This design comes from an exercise in tuning for small area and a short achievable clock period on the open sky130 flow, not from production work.
At most, simulation tests tie the RTL to the original design; equivalence was not proved.
No activity file was given, so power comes from the tool's default toggle rates.

==> module fifo, before the edit <==
module fifo(clk, rst, buf_in, buf_out, wr_en, rd_en, buf_empty, buf_full, fifo_counter);
input clk, rst, wr_en, rd_en;
input [7:0] buf_in;
output [7:0] buf_out;
output buf_full, buf_empty;
output [6:0] fifo_counter;
reg [7:0] buf_out;
reg [6:0] fifo_counter;   
reg buf_full;             
reg buf_empty;            
reg full_r;               
reg empty_r;              
reg [511:0] store;
reg [23:0] sel_lo;        
reg [7:0] sel_hi;         
wire wr = wr_en & ~full_r;
wire rd = rd_en & ~empty_r;
wire rd_last = rd_en & sel_lo[1] & sel_hi[0];
wire at63 = sel_lo[7] & sel_hi[7];
wire rd_go = rd & ~rst;
wire rd_hold = ~rd & ~rst;
wire [7:0] sel_rd = sel_hi & {8{rd_go}};
wire [7:0] out_nx;
genvar b, j, q;
generate
  for (b = 0; b < 8; b = b + 1) begin : g_bit
    wire [7:0] grp;
    for (j = 0; j < 8; j = j + 1) begin : g_grp
      wire [7:0] d;
      for (q = 0; q < 8; q = q + 1) begin : g_ent
        assign d[q] = store[8*((8*j + q + 63) % 64) + b];
      end
      fifo_sel8 u_lo (.s(sel_lo[8*(b/3) +: 8]), .d(d), .y(grp[j]));
    end
    fifo_sel8h u_hi (.s(sel_rd), .d(grp), .h(rd_hold), .q(buf_out[b]), .y(out_nx[b]));
  end
endgenerate
always @(posedge clk)
  if (wr)
    store <= {store[503:0], buf_in};
wire [2:0] up, dn, keep;      
wire up_f, dn_f, keep_f;      
wire up_hi, dn_hi, keep_hi;   
genvar k;
generate
  for (k = 0; k < 3; k = k + 1) begin : g_ctl
    fifo_ctl u_k (.w(wr_en), .r(rd_en), .rst(rst), .full(full_r), .empty(empty_r),
                  .up(up[k]), .dn(dn[k]), .keep(keep[k]));
  end
endgenerate
fifo_ctl u_ctl_f (.w(wr_en), .r(rd_en), .rst(rst), .full(full_r), .empty(empty_r),
                  .up(up_f), .dn(dn_f), .keep(keep_f));
fifo_ctl_hi u_ctl_h (.w(wr_en), .r(rd_en), .rst(rst), .full(full_r), .empty(empty_r),
                     .eu(sel_lo[7]), .ed(sel_lo[0]), .up(up_hi), .dn(dn_hi), .keep(keep_hi));
wire [23:0] lo_nx;
wire [7:0] hi_nx;
wire full_nx, full_out_nx, cnt6_nx, empty_nx, empty_out_nx;
generate
  for (q = 0; q < 8; q = q + 1) begin : g_ring
    if (q == 0) begin : g_first
      fifo_upd_set u_h (.r(rst), .i(up_hi), .d(dn_hi), .h(keep_hi), .a(sel_hi[7]),
                        .b(sel_hi[1]), .c(sel_hi[0]), .y(hi_nx[0]));
    end else begin : g_rest
      fifo_upd u_h (.i(up_hi), .d(dn_hi), .h(keep_hi), .a(sel_hi[q-1]), .b(sel_hi[(q+1)%8]),
                    .c(sel_hi[q]), .y(hi_nx[q]));
    end
  end
  for (q = 0; q < 24; q = q + 1) begin : g_lo
    if (q % 8 == 0) begin : g_first
      fifo_upd_set u_l (.r(rst), .i(up[q/8]), .d(dn[q/8]), .h(keep[q/8]), .a(sel_lo[q+7]),
                        .b(sel_lo[q+1]), .c(sel_lo[q]), .y(lo_nx[q]));
    end else begin : g_rest
      fifo_upd u_l (.i(up[q/8]), .d(dn[q/8]), .h(keep[q/8]), .a(sel_lo[q-1]),
                    .b(sel_lo[q-q%8+(q+1)%8]), .c(sel_lo[q]), .y(lo_nx[q]));
    end
  end
endgenerate
fifo_upd2 u_full (.i(up_f), .h(keep_f), .a(at63), .c(full_r), .y(full_nx));
fifo_upd2 u_fo (.i(up_f), .h(keep_f), .a(at63), .c(full_r), .y(full_out_nx));
fifo_upd2 u_c6 (.i(up_f), .h(keep_f), .a(at63), .c(full_r), .y(cnt6_nx));
fifo_eupd u_e (.rst(rst), .wr(wr), .last(rd_last), .e(empty_r), .y(empty_nx));
fifo_eupd u_eo (.rst(rst), .wr(wr), .last(rd_last), .e(empty_r), .y(empty_out_nx));
wire [7:0] s3 = sel_lo[23:16];
wire [2:0] lo_up = {s3[3] | s3[4] | s3[5] | s3[6], s3[1] | s3[2] | s3[5] | s3[6],
                    s3[0] | s3[2] | s3[4] | s3[6]};
wire [2:0] lo_dn = {s3[5] | s3[6] | s3[7] | s3[0], s3[3] | s3[4] | s3[7] | s3[0],
                    s3[0] | s3[2] | s3[4] | s3[6]};
wire [2:0] hi_up = {sel_hi[3] | sel_hi[4] | sel_hi[5] | sel_hi[6],
                    sel_hi[1] | sel_hi[2] | sel_hi[5] | sel_hi[6],
                    sel_hi[0] | sel_hi[2] | sel_hi[4] | sel_hi[6]};
wire [2:0] hi_dn = {sel_hi[5] | sel_hi[6] | sel_hi[7] | sel_hi[0],
                    sel_hi[3] | sel_hi[4] | sel_hi[7] | sel_hi[0],
                    sel_hi[0] | sel_hi[2] | sel_hi[4] | sel_hi[6]};
wire [6:0] cnt_nx;
assign cnt_nx[6] = cnt6_nx;
generate
  for (q = 0; q < 3; q = q + 1) begin : g_cnt
    fifo_upd u_lo (.i(up[2]), .d(dn[2]), .h(keep[2]), .a(lo_up[q]), .b(lo_dn[q]),
                   .c(fifo_counter[q]), .y(cnt_nx[q]));
    fifo_upd u_hi (.i(up_hi), .d(dn_hi), .h(keep_hi), .a(hi_up[q]), .b(hi_dn[q]),
                   .c(fifo_counter[3 + q]), .y(cnt_nx[3 + q]));
  end
endgenerate
always @(posedge clk) begin
  fifo_counter <= cnt_nx;
  full_r <= full_nx;
  buf_full <= full_out_nx;
  empty_r <= empty_nx;
  buf_empty <= empty_out_nx;
  sel_lo <= lo_nx;
  sel_hi <= hi_nx;
  buf_out <= out_nx;
end
endmodule
==> module fifo_sel8h, before the edit <==
module fifo_sel8h(s, d, h, q, y);
input [7:0] s, d;
input h, q;
output y;
wire [3:0] n;
fifo_aoi22 u_0 (.a(s[0]), .b(d[0]), .c(s[1]), .d(d[1]), .y(n[0]));
fifo_aoi22 u_1 (.a(s[2]), .b(d[2]), .c(s[3]), .d(d[3]), .y(n[1]));
fifo_aoi22 u_2 (.a(s[4]), .b(d[4]), .c(s[5]), .d(d[5]), .y(n[2]));
fifo_aoi222 u_3 (.a(s[6]), .b(d[6]), .c(s[7]), .d(d[7]), .e(h), .f(q), .y(n[3]));
fifo_nand4 u_n (.a(n[0]), .b(n[1]), .c(n[2]), .d(n[3]), .y(y));
endmodule
==> module fifo_aoi22, before the edit <==
module fifo_aoi22(a, b, c, d, y);
input a, b, c, d;
output y;
assign y = ~((a & b) | (c & d));
endmodule
==> module fifo_aoi222, before the edit <==
module fifo_aoi222(a, b, c, d, e, f, y);
input a, b, c, d, e, f;
output y;
assign y = ~((a & b) | (c & d) | (e & f));
endmodule
==> module fifo_nand4, before the edit <==
module fifo_nand4(a, b, c, d, y);
input a, b, c, d;
output y;
assign y = ~(a & b & c & d);
endmodule
==> flow/config.mk <==
export PLATFORM = sky130hd
export DESIGN_NAME = fifo
export DESIGN_NICKNAME = fifo
export VERILOG_FILES = /design/flow/design.v
export SDC_FILE = /design/flow/constraint.sdc
export NUM_CORES = 4
export LEC_CHECK = 0
export CAP_MARGIN = 20
export CORE_MARGIN = 2
export CORE_UTILIZATION = 65
export CTS_CLUSTER_DIAMETER = 60
export CTS_CLUSTER_SIZE = 22
export SETUP_SLACK_MARGIN = 1.4
export SLEW_MARGIN = 20
export SYNTH_HIERARCHICAL = 1
==> flow/constraint.sdc <==
create_clock -name core_clock -period 3.0 [get_ports {clk}]
set_input_delay 0.6000 -clock core_clock [delete_from_list [all_inputs] [get_ports {clk}]]
set_output_delay 0.6000 -clock core_clock [all_outputs]
set_load 0.01 [all_outputs]
standard.sh (not shown) runs the stock make flow with config.mk's settings and CLKGATE_MAP_FILE= SYNTH_SCRIPT=/design/flow/synth_recipe.tcl, a recipe that flattens the netlist after the stock synthesis.
==> flow/flow/run.sh <==
#!/bin/bash
# The standard ORFS layout with three changes: clock tree synthesis
# inserts no dummy loads; the port buffers are plain buf cells (buffer_ports
# would otherwise pick a slow delay cell); and the resizer may swap cells
# across footprints (MATCH_CELL_FOOTPRINT=0).
# The make output goes to standard.log; ORFS keeps each step's log under orfs/logs.
set -euo pipefail
export CTS_ARGS="-sink_clustering_enable -repair_clock_nets -sink_clustering_size 22 -sink_clustering_max_diameter 60 -dont_use_dummy_load"
export BUFFER_PORTS_ARGS="-buffer_cell sky130_fd_sc_hd__buf_2"
bash standard.sh MATCH_CELL_FOOTPRINT=0 finish > standard.log 2>&1
The baseline finished clean.
Then changed:
--- a/flow/design.v
+++ b/flow/design.v
@@ -13,5 +13,5 @@
 reg empty_r;              
 reg [511:0] store;
-reg [23:0] sel_lo;        
+reg [15:0] sel_lo;        
 reg [7:0] sel_hi;         
 wire wr = wr_en & ~full_r;
@@ -32,5 +32,5 @@
         assign d[q] = store[8*((8*j + q + 63) % 64) + b];
       end
-      fifo_sel8 u_lo (.s(sel_lo[8*(b/3) +: 8]), .d(d), .y(grp[j]));
+      fifo_sel8 u_lo (.s(sel_lo[8*(b/4) +: 8]), .d(d), .y(grp[j]));
     end
     fifo_sel8h u_hi (.s(sel_rd), .d(grp), .h(rd_hold), .q(buf_out[b]), .y(out_nx[b]));
@@ -40,10 +40,10 @@
   if (wr)
     store <= {store[503:0], buf_in};
-wire [2:0] up, dn, keep;      
+wire [1:0] up, dn, keep;      
 wire up_f, dn_f, keep_f;      
 wire up_hi, dn_hi, keep_hi;   
 genvar k;
 generate
-  for (k = 0; k < 3; k = k + 1) begin : g_ctl
+  for (k = 0; k < 2; k = k + 1) begin : g_ctl
     fifo_ctl u_k (.w(wr_en), .r(rd_en), .rst(rst), .full(full_r), .empty(empty_r),
                   .up(up[k]), .dn(dn[k]), .keep(keep[k]));
@@ -54,5 +54,5 @@
 fifo_ctl_hi u_ctl_h (.w(wr_en), .r(rd_en), .rst(rst), .full(full_r), .empty(empty_r),
                      .eu(sel_lo[7]), .ed(sel_lo[0]), .up(up_hi), .dn(dn_hi), .keep(keep_hi));
-wire [23:0] lo_nx;
+wire [15:0] lo_nx;
 wire [7:0] hi_nx;
 wire full_nx, full_out_nx, cnt6_nx, empty_nx, empty_out_nx;
@@ -67,5 +67,5 @@
     end
   end
-  for (q = 0; q < 24; q = q + 1) begin : g_lo
+  for (q = 0; q < 16; q = q + 1) begin : g_lo
     if (q % 8 == 0) begin : g_first
       fifo_upd_set u_l (.r(rst), .i(up[q/8]), .d(dn[q/8]), .h(keep[q/8]), .a(sel_lo[q+7]),
@@ -82,5 +82,5 @@
 fifo_eupd u_e (.rst(rst), .wr(wr), .last(rd_last), .e(empty_r), .y(empty_nx));
 fifo_eupd u_eo (.rst(rst), .wr(wr), .last(rd_last), .e(empty_r), .y(empty_out_nx));
-wire [7:0] s3 = sel_lo[23:16];
+wire [7:0] s3 = sel_lo[15:8];
 wire [2:0] lo_up = {s3[3] | s3[4] | s3[5] | s3[6], s3[1] | s3[2] | s3[5] | s3[6],
                     s3[0] | s3[2] | s3[4] | s3[6]};
@@ -97,5 +97,5 @@
 generate
   for (q = 0; q < 3; q = q + 1) begin : g_cnt
-    fifo_upd u_lo (.i(up[2]), .d(dn[2]), .h(keep[2]), .a(lo_up[q]), .b(lo_dn[q]),
+    fifo_upd u_lo (.i(up[1]), .d(dn[1]), .h(keep[1]), .a(lo_up[q]), .b(lo_dn[q]),
                    .c(fifo_counter[q]), .y(cnt_nx[q]));
     fifo_upd u_hi (.i(up_hi), .d(dn_hi), .h(keep_hi), .a(hi_up[q]), .b(hi_dn[q]),
@@ -123,25 +123,5 @@
 input h, q;
 output y;
-wire [3:0] n;
-fifo_aoi22 u_0 (.a(s[0]), .b(d[0]), .c(s[1]), .d(d[1]), .y(n[0]));
-fifo_aoi22 u_1 (.a(s[2]), .b(d[2]), .c(s[3]), .d(d[3]), .y(n[1]));
-fifo_aoi22 u_2 (.a(s[4]), .b(d[4]), .c(s[5]), .d(d[5]), .y(n[2]));
-fifo_aoi222 u_3 (.a(s[6]), .b(d[6]), .c(s[7]), .d(d[7]), .e(h), .f(q), .y(n[3]));
-fifo_nand4 u_n (.a(n[0]), .b(n[1]), .c(n[2]), .d(n[3]), .y(y));
-endmodule
-module fifo_aoi22(a, b, c, d, y);
-input a, b, c, d;
-output y;
-assign y = ~((a & b) | (c & d));
-endmodule
-module fifo_aoi222(a, b, c, d, e, f, y);
-input a, b, c, d, e, f;
-output y;
-assign y = ~((a & b) | (c & d) | (e & f));
-endmodule
-module fifo_nand4(a, b, c, d, y);
-input a, b, c, d;
-output y;
-assign y = ~(a & b & c & d);
+assign y = |(s & d) | (h & q);
 endmodule
 module fifo_ctl(w, r, rst, full, empty, up, dn, keep);
After rerunning:
- critical path depth is unchanged
- final cell count decreases by about 3%
- routed wire length increases by about 1.5%
- core utilization increases by 0.59 points
- total power decreases by 2.0%
- setup slack loses 0.016 ns
No run of this note included a check of the RTL's function; only the layout flow was run.

========
## the reference run
The RTL this note starts from:
==> flow/design.v <==
`timescale 1ns / 1ps
module fifo(clk, rst, buf_in, buf_out, wr_en, rd_en, buf_empty, buf_full, fifo_counter);
input clk, rst, wr_en, rd_en;
input [7:0] buf_in;
output [7:0] buf_out;
output buf_full, buf_empty;
output [6:0] fifo_counter;
reg [7:0] buf_out;
reg [6:0] fifo_counter;   
reg buf_full;             
reg buf_empty;            
reg full_r;               
reg empty_r;              
reg [511:0] store;
reg [31:0] sel_lo;        
reg [7:0] sel_hi;         
wire wr = wr_en & ~full_r;
wire rd = rd_en & ~empty_r;
wire rd_last = rd_en & sel_lo[1] & sel_hi[0];
wire at63 = sel_lo[7] & sel_hi[7];
wire rd_go = rd & ~rst;
wire rd_hold = ~rd & ~rst;
wire [7:0] sel_rd = sel_hi & {8{rd_go}};
wire [7:0] out_nx;
genvar b, j, q;
generate
  for (b = 0; b < 8; b = b + 1) begin : g_bit
    wire [7:0] grp;
    for (j = 0; j < 8; j = j + 1) begin : g_grp
      wire [7:0] d;
      for (q = 0; q < 8; q = q + 1) begin : g_ent
        assign d[q] = store[8*((8*j + q + 63) % 64) + b];
      end
      fifo_sel8 u_lo (.s(sel_lo[8*(b/2) +: 8]), .d(d), .y(grp[j]));
    end
    fifo_sel8h u_hi (.s(sel_rd), .d(grp), .h(rd_hold), .q(buf_out[b]), .y(out_nx[b]));
  end
endgenerate
always @(posedge clk)
  if (wr)
    store <= {store[503:0], buf_in};
wire [3:0] up, dn, keep;      
wire up_f, dn_f, keep_f;      
wire up_hi, dn_hi, keep_hi;   
genvar k;
generate
  for (k = 0; k < 4; k = k + 1) begin : g_ctl
    fifo_ctl u_k (.w(wr_en), .r(rd_en), .rst(rst), .full(full_r), .empty(empty_r),
                  .up(up[k]), .dn(dn[k]), .keep(keep[k]));
  end
endgenerate
fifo_ctl u_ctl_f (.w(wr_en), .r(rd_en), .rst(rst), .full(full_r), .empty(empty_r),
                  .up(up_f), .dn(dn_f), .keep(keep_f));
fifo_ctl_hi u_ctl_h (.w(wr_en), .r(rd_en), .rst(rst), .full(full_r), .empty(empty_r),
                     .eu(sel_lo[7]), .ed(sel_lo[0]), .up(up_hi), .dn(dn_hi), .keep(keep_hi));
wire [31:0] lo_nx;
wire [7:0] hi_nx;
wire full_nx, full_out_nx, cnt6_nx, empty_nx, empty_out_nx;
generate
  for (q = 0; q < 8; q = q + 1) begin : g_ring
    if (q == 0) begin : g_first
      fifo_upd_set u_h (.r(rst), .i(up_hi), .d(dn_hi), .h(keep_hi), .a(sel_hi[7]),
                        .b(sel_hi[1]), .c(sel_hi[0]), .y(hi_nx[0]));
    end else begin : g_rest
      fifo_upd u_h (.i(up_hi), .d(dn_hi), .h(keep_hi), .a(sel_hi[q-1]), .b(sel_hi[(q+1)%8]),
                    .c(sel_hi[q]), .y(hi_nx[q]));
    end
  end
  for (q = 0; q < 32; q = q + 1) begin : g_lo
    if (q % 8 == 0) begin : g_first
      fifo_upd_set u_l (.r(rst), .i(up[q/8]), .d(dn[q/8]), .h(keep[q/8]), .a(sel_lo[q+7]),
                        .b(sel_lo[q+1]), .c(sel_lo[q]), .y(lo_nx[q]));
    end else begin : g_rest
      fifo_upd u_l (.i(up[q/8]), .d(dn[q/8]), .h(keep[q/8]), .a(sel_lo[q-1]),
                    .b(sel_lo[q-q%8+(q+1)%8]), .c(sel_lo[q]), .y(lo_nx[q]));
    end
  end
endgenerate
fifo_upd2 u_full (.i(up_f), .h(keep_f), .a(at63), .c(full_r), .y(full_nx));
fifo_upd2 u_fo (.i(up_f), .h(keep_f), .a(at63), .c(full_r), .y(full_out_nx));
fifo_upd2 u_c6 (.i(up_f), .h(keep_f), .a(at63), .c(full_r), .y(cnt6_nx));
fifo_eupd u_e (.rst(rst), .wr(wr), .last(rd_last), .e(empty_r), .y(empty_nx));
fifo_eupd u_eo (.rst(rst), .wr(wr), .last(rd_last), .e(empty_r), .y(empty_out_nx));
wire [7:0] lo_n = lo_nx[7:0];
wire [6:0] cnt_nx = {cnt6_nx,
                     hi_nx[4] | hi_nx[5] | hi_nx[6] | hi_nx[7],
                     hi_nx[2] | hi_nx[3] | hi_nx[6] | hi_nx[7],
                     hi_nx[1] | hi_nx[3] | hi_nx[5] | hi_nx[7],
                     lo_n[4] | lo_n[5] | lo_n[6] | lo_n[7],
                     lo_n[2] | lo_n[3] | lo_n[6] | lo_n[7],
                     lo_n[1] | lo_n[3] | lo_n[5] | lo_n[7]};
always @(posedge clk) begin
  fifo_counter <= cnt_nx;
  full_r <= full_nx;
  buf_full <= full_out_nx;
  empty_r <= empty_nx;
  buf_empty <= empty_out_nx;
  sel_lo <= lo_nx;
  sel_hi <= hi_nx;
  buf_out <= out_nx;
end
endmodule
module fifo_sel8(s, d, y);
input [7:0] s, d;
output y;
assign y = |(s & d);
endmodule
module fifo_sel8h(s, d, h, q, y);
input [7:0] s, d;
input h, q;
output y;
assign y = |(s & d) | (h & q);
endmodule
module fifo_ctl(w, r, rst, full, empty, up, dn, keep);
input w, r, rst, full, empty;
output up, dn, keep;
wire wa = w & ~full;
wire ra = r & ~empty;
assign up = ~rst & wa & ~ra;
assign dn = ~rst & ra & ~wa;
assign keep = ~rst & ~(wa ^ ra);
endmodule
module fifo_ctl_hi(w, r, rst, full, empty, eu, ed, up, dn, keep);
input w, r, rst, full, empty, eu, ed;
output up, dn, keep;
wire wa = w & ~full;
wire ra = r & ~empty;
assign up = ~rst & wa & ~ra & eu;
assign dn = ~rst & ra & ~wa & ed;
assign keep = ~rst & ~(wa & ~ra & eu) & ~(ra & ~wa & ed);
endmodule
module fifo_upd(i, d, h, a, b, c, y);
input i, d, h, a, b, c;
output y;
assign y = (i & a) | (d & b) | (h & c);
endmodule
module fifo_upd2(i, h, a, c, y);
input i, h, a, c;
output y;
assign y = (i & a) | (h & c);
endmodule
module fifo_upd_set(r, i, d, h, a, b, c, y);
input r, i, d, h, a, b, c;
output y;
assign y = r | (i & a) | (d & b) | (h & c);
endmodule
module fifo_eupd(rst, wr, last, e, y);
input rst, wr, last, e;
output y;
assign y = rst | (~wr & (e | last));
endmodule
export LEC_CHECK = 0
export CAP_MARGIN = 20
export CORE_MARGIN = 2
export CORE_UTILIZATION = 65
export CTS_CLUSTER_DIAMETER = 60
export CTS_CLUSTER_SIZE = 22
export SETUP_SLACK_MARGIN = 1.4
export SLEW_MARGIN = 20
export SYNTH_HIERARCHICAL = 1
create_clock -name core_clock -period 3.0 [get_ports {clk}]
==> flow/flow/run.sh <==
#!/bin/bash
# The standard ORFS layout with two changes: clock tree synthesis inserts
# no dummy loads, and the port buffers are plain buf cells (buffer_ports
# would otherwise pick a slow delay cell).
# The make output goes to standard.log; ORFS keeps each step's log under orfs/logs.
set -euo pipefail
export CTS_ARGS="-sink_clustering_enable -repair_clock_nets -sink_clustering_size 22 -sink_clustering_max_diameter 60 -dont_use_dummy_load"
export BUFFER_PORTS_ARGS="-buffer_cell sky130_fd_sc_hd__buf_2"
bash standard.sh MATCH_CELL_FOOTPRINT=0 finish > standard.log 2>&1
Input-level comparison between the trial run and the reference run:
--- a/flow/design.v
+++ b/flow/design.v
@@ -81,14 +81,27 @@
 fifo_upd2 u_c6 (.i(up_f), .h(keep_f), .a(at63), .c(full_r), .y(cnt6_nx));
 fifo_eupd u_e (.rst(rst), .wr(wr), .last(rd_last), .e(empty_r), .y(empty_nx));
 fifo_eupd u_eo (.rst(rst), .wr(wr), .last(rd_last), .e(empty_r), .y(empty_out_nx));
-wire [7:0] lo_n = lo_nx[7:0];
-wire [6:0] cnt_nx = {cnt6_nx,
-                     hi_nx[4] | hi_nx[5] | hi_nx[6] | hi_nx[7],
-                     hi_nx[2] | hi_nx[3] | hi_nx[6] | hi_nx[7],
-                     hi_nx[1] | hi_nx[3] | hi_nx[5] | hi_nx[7],
-                     lo_n[4] | lo_n[5] | lo_n[6] | lo_n[7],
-                     lo_n[2] | lo_n[3] | lo_n[6] | lo_n[7],
-                     lo_n[1] | lo_n[3] | lo_n[5] | lo_n[7]};
+wire [7:0] s3 = sel_lo[31:24];
+wire [2:0] lo_up = {s3[3] | s3[4] | s3[5] | s3[6], s3[1] | s3[2] | s3[5] | s3[6],
+                    s3[0] | s3[2] | s3[4] | s3[6]};
+wire [2:0] lo_dn = {s3[5] | s3[6] | s3[7] | s3[0], s3[3] | s3[4] | s3[7] | s3[0],
+                    s3[0] | s3[2] | s3[4] | s3[6]};
+wire [2:0] hi_up = {sel_hi[3] | sel_hi[4] | sel_hi[5] | sel_hi[6],
+                    sel_hi[1] | sel_hi[2] | sel_hi[5] | sel_hi[6],
+                    sel_hi[0] | sel_hi[2] | sel_hi[4] | sel_hi[6]};
+wire [2:0] hi_dn = {sel_hi[5] | sel_hi[6] | sel_hi[7] | sel_hi[0],
+                    sel_hi[3] | sel_hi[4] | sel_hi[7] | sel_hi[0],
+                    sel_hi[0] | sel_hi[2] | sel_hi[4] | sel_hi[6]};
+wire [6:0] cnt_nx;
+assign cnt_nx[6] = cnt6_nx;
+generate
+  for (q = 0; q < 3; q = q + 1) begin : g_cnt
+    fifo_upd u_lo (.i(up[3]), .d(dn[3]), .h(keep[3]), .a(lo_up[q]), .b(lo_dn[q]),
+                   .c(fifo_counter[q]), .y(cnt_nx[q]));
+    fifo_upd u_hi (.i(up_hi), .d(dn_hi), .h(keep_hi), .a(hi_up[q]), .b(hi_dn[q]),
+                   .c(fifo_counter[3 + q]), .y(cnt_nx[3 + q]));
+  end
+endgenerate
 always @(posedge clk) begin
   fifo_counter <= cnt_nx;
   full_r <= full_nx;
Notes after the runs:
- Number of cells upsized or downsized after cts (lower): the trial run
- Sort the reference run and the trial run by setup slack, ascending, and the reference run comes first.
- The trial run vs. the reference run: die area went up by about 0.55%.
- Going from the reference run to the trial run, highest cell delay on the worst timing path saw a decrease, total power now larger.
- The trial run gives less critical path depth than the reference run did.
- | non-clock inverter total of the final layout | the trial run vs the reference run | 6 higher |
- On synthesized area: between the reference run and the trial run, it ends up higher for the trial run.
- In the metrics for the reference run and the trial run, the one carrying the lower minimum clock period after layout is the trial run.
- Compared to the reference run, the routing of the trial run uses more wire.
- Compared with the reference run, the trial run degrades total number of vias.
- Any difference in area of the core between the trial run and the reference run is small enough to ignore.
- Against the reference run, the trial run comes in about 4% higher on sum of routed wire segments on met1.
No functional check of the RTL was part of the reference run.

==> separate check: timing with driven ports <==
In the flow no input, the clock included, has a driving cell. The finished layouts below were timed again as built, in two steps. Step 1 (the two cells are an assumption about what drives the block):
set clk [get_ports {clk}]
set_driving_cell -lib_cell sky130_fd_sc_hd__clkbuf_16 $clk
set_driving_cell -lib_cell sky130_fd_sc_hd__buf_2 [delete_from_list [all_inputs] $clk]
Step 2 moves the port delays by t, midway between the first and last clock arrival at a register: inputs arrive t later, outputs are due t later. That takes back most of the time a late clock gives input paths. Three values: ideal, step 1, step 2; two values: the first two.
run | t, ns | setup WS [ns] | worst slew at a driven data input, ns
the first run of note 1 | 0.575 | 1.364 / 1.329 / 0.873 | 0.04
the second run of note 1 | 0.571 | 1.348 / 1.329 / 0.890 | 0.05
the reference run | 0.572 | 1.073 / 1.073 / 0.522 | 0.05
the trial run | 0.571 | 1.374 / 1.325 / 0.977 | 0.04
After both steps setup and hold are still met in every run listed. For the reference run, which loses most, drivers alone change the setup slack by 0.000 ns; drivers and shift together by -0.551 ns.
